From an optimization exercise on the open Yosys and OpenROAD flow, aimed at small area and a short achievable clock period; shortcuts taken in it are not production practice.
The RTL was checked by simulation tests, not by an equivalence proof against the original design.
No driver is modelled on the clock port, so clocking that relies on it looks cheaper here than on a real chip.

==> inputs of exp/umber <==
// FNTT_FINTT_8point
module FNTT_FINTT_8point(
  input        clock,
  input        reset,
  input  [7:0] io_inData_0,
  input  [7:0] io_inData_1,
  input  [7:0] io_inData_2,
  input  [7:0] io_inData_3,
  input  [7:0] io_inData_4,
  input  [7:0] io_inData_5,
  input  [7:0] io_inData_6,
  input  [7:0] io_inData_7,
  input  [7:0] io_omega_0,
  input  [7:0] io_omega_1,
  input  [7:0] io_omega_2,
  input  [7:0] io_omega_3,
  input  [7:0] io_mod,
  input  [7:0] io_invN,
  input        io_mode,
  output [7:0] io_outData_0,
  output [7:0] io_outData_1,
  output [7:0] io_outData_2,
  output [7:0] io_outData_3,
  output [7:0] io_outData_4,
  output [7:0] io_outData_5,
  output [7:0] io_outData_6,
  output [7:0] io_outData_7
);
Settings: LEC_CHECK=0, CAP_MARGIN=20, CORE_MARGIN=2, CORE_UTILIZATION=40, CTS_CLUSTER_DIAMETER=120, CTS_CLUSTER_SIZE=20, SLEW_MARGIN=20; clock period 36.0 ns.
standard.sh (not shown) runs the stock make flow with config.mk's settings and CLKGATE_MAP_FILE= SYNTH_SCRIPT=/design/flow/synth_recipe.tcl, a recipe that flattens the netlist after the stock synthesis.
==> flow/flow/run.sh <==
#!/bin/bash
# Layout flow: the standard synthesis; then the inverters that Yosys left
# around full-adder cells are folded into the adders' polarity (flow/invopt.py,
# a full adder is self-dual); then the standard ORFS steps, with buf_2 port
# buffers and a buf_16 on the io_mode port (flow/mode_buf.tcl, before CTS).
# Each tool's output goes to its own log file in this folder.
set -euo pipefail
R=orfs/results/${FLOW_PLATFORM}/FNTT_FINTT_8point/base
bash standard.sh synth > synth.log 2>&1
cp "$R/1_2_yosys.v" 1_2_yosys_standard.v
if ! python3 flow/invopt.py 1_2_yosys_standard.v 1_2_yosys_invopt.v > invopt.log 2>&1; then
  cp 1_2_yosys_standard.v 1_2_yosys_invopt.v
fi
cp 1_2_yosys_invopt.v "$R/1_2_yosys.v"
touch "$R/1_2_yosys.v"
bash standard.sh 'BUFFER_PORTS_ARGS=-buffer_cell sky130_fd_sc_hd__buf_2' "PRE_CTS_TCL=$PWD/flow/mode_buf.tcl" finish > layout.log 2>&1
==> flow/flow/mode_buf.tcl <==
# io_mode selects all 64 output multiplexers in the same cycle; drive that net
# from a strong port buffer instead of the small one buffer_ports put there.
set block [ord::get_db_block]
set net [[$block findBTerm io_mode] getNet]
foreach it [$net getITerms] {
  set inst [$it getInst]
  if {[string match sky130_fd_sc_hd__buf_* [[$inst getMaster] getName]]} {
    puts "mode_buf.tcl: [$inst getName] -> sky130_fd_sc_hd__buf_16"
    replace_cell [$inst getName] sky130_fd_sc_hd__buf_16
  }
}
Other scripts of this flow, unchanged in this note and not shown: flow/flow/invopt.py
==> exp/delta: changes against exp/umber <==
==> flow/flow/run.sh (replaced) <==
#!/bin/bash
# Layout flow: the standard synthesis; then the inverters that Yosys left
# around full-adder cells are folded into the adders' polarity (flow/invopt.py,
# a full adder is self-dual); then the standard ORFS steps, with buf_2 port
# buffers.  Each tool's output goes to its own log file in this folder.
set -euo pipefail
R=orfs/results/${FLOW_PLATFORM}/FNTT_FINTT_8point/base
bash standard.sh synth > synth.log 2>&1
cp "$R/1_2_yosys.v" 1_2_yosys_standard.v
if ! python3 flow/invopt.py 1_2_yosys_standard.v 1_2_yosys_invopt.v > invopt.log 2>&1; then
  cp 1_2_yosys_standard.v 1_2_yosys_invopt.v
fi
cp 1_2_yosys_invopt.v "$R/1_2_yosys.v"
touch "$R/1_2_yosys.v"
bash standard.sh 'BUFFER_PORTS_ARGS=-buffer_cell sky130_fd_sc_hd__buf_2' finish > layout.log 2>&1
removed: flow/flow/mode_buf.tcl
==> exp/amber: changes against exp/umber <==
--- a/flow/flow/run.sh
+++ b/flow/flow/run.sh
@@ -2,7 +2,7 @@
 # Layout flow: the standard synthesis; then the inverters that Yosys left
 # around full-adder cells are folded into the adders' polarity (flow/invopt.py,
 # a full adder is self-dual); then the standard ORFS steps, with buf_2 port
-# buffers and a buf_16 on the io_mode port (flow/mode_buf.tcl, before CTS).
+# buffers and buf_16 buffers on the io_mode net (flow/mode_buf.tcl, before CTS).
 # Each tool's output goes to its own log file in this folder.
 set -euo pipefail
 R=orfs/results/${FLOW_PLATFORM}/FNTT_FINTT_8point/base
==> flow/flow/mode_buf.tcl (replaced) <==
# io_mode selects all 64 output multiplexers in the same cycle; drive that net
# from strong buffers: every buffer between the io_mode port and the
# multiplexers becomes a buf_16.
set block [ord::get_db_block]
set nets [list [[$block findBTerm io_mode] getNet]]
set seen {}
while {[llength $nets]} {
  set net [lindex $nets 0]
  set nets [lrange $nets 1 end]
  foreach it [$net getITerms] {
    if {![$it isInputSignal]} continue
    set inst [$it getInst]
    set name [$inst getName]
    set m [[$inst getMaster] getName]
    if {![regexp {^sky130_fd_sc_hd__(clk)?buf_[0-9]+$} $m] || [lsearch $seen $name] >= 0} continue
    lappend seen $name
    if {$m ne "sky130_fd_sc_hd__buf_16"} {
      puts "mode_buf.tcl: $name $m -> sky130_fd_sc_hd__buf_16"
      replace_cell $name sky130_fd_sc_hd__buf_16
    }
    foreach ot [$inst getITerms] {
      if {[$ot isOutputSignal] && [$ot getNet] ne "NULL"} { lappend nets [$ot getNet] }
    }
  }
}
- CTS_BUF_LIST: default -> sky130_fd_sc_hd__clkbuf_8
- CTS_CLUSTER_DIAMETER: 120 -> 100
- CTS_CLUSTER_SIZE: 20 -> 16
==> comparison table <==
                                                               exp/umber    exp/amber    exp/delta
Final non-filler cell area                                    76,980 µm²   76,650 µm²   76,960 µm²
Status                                          timing/DRC/antenna clean  timing/DRC/antenna clean  timing/DRC/antenna clean
Layout-stage area growth over the synthesis result                6.939%       6.485%       6.918%
Fraction of area in multi-input gates                             63.75%       64.02%       63.76%
Count of fill cells added during filler insertion                 16,672       16,701       16,669
Final worst-path setup slack                                    20.48 ns     20.50 ns     20.13 ns
Launching instance or port of the critical path                   ab[58]       ab[58]      io_mode
Endpoint arrival time on the critical path                      16.10 ns     16.19 ns      8.67 ns
Type of the worst setup path                                  reg -> reg   reg -> reg    in -> out
Achievable frequency                                           64.44 MHz    64.53 MHz    63.03 MHz
Initial DRT Pass Iterations                                            7            9            6
Vias per Instance                                                  5.188        5.183        5.193
Count of nets after finishing                                      7,917        7,934        7,917
Worst hold slack across all endpoints                          0.3010 ns    0.2868 ns    0.3033 ns
Worst reg-to-reg setup slack                                    20.48 ns     20.50 ns     20.49 ns
Routed length on met1                                          81,530 µm    81,000 µm    81,890 µm
Met2 layer usage reported by global route                         37.27%       37.48%       37.27%
GRT Overall Usage                                                 22.21%       22.34%       22.21%
Final Critical Period                                           15.52 ns     15.50 ns     15.87 ns
Number of DRC violations after detailed-routing iteration 0        3,423        3,531        3,469

[afterwards: timing with drivers on the ports]
The results above use ideal ports. As a check the final layouts listed here were re-extracted and re-timed, cells and wires unchanged.
Step 1: set_driving_cell puts a clkbuf_16 on clock and a buf_2 on each other input, an assumption about the parent block.
Step 2 also shifts input and output timing later by t, the mid clock arrival at the registers, as if the neighbouring blocks saw the same clock.
a / b / c = ideal ports / drivers / drivers and shift; a / b = the first two.
| run | t (ns) | setup WS [ns] | latest minus earliest clock arrival (ns) | worst data-port slew with drivers (ns) | pins driven straight from the clock port |
|---|---|---|---|---|---|
| exp/umber | 0.791 | 20.483 / 20.447 / 20.447 | 0.047 / 0.046 | 0.16 | 1 |
| exp/delta | 0.792 | 20.133 / 20.017 / 20.017 | 0.048 / 0.048 | 0.12 | 1 |
| exp/amber | 0.887 | 20.504 / 20.439 / 20.439 | 0.080 / 0.080 | 0.17 | 1 |
After both steps setup and hold are still met in every run listed. For exp/delta, which loses most, drivers alone change the setup slack by -0.116 ns; drivers and shift together by -0.116 ns.
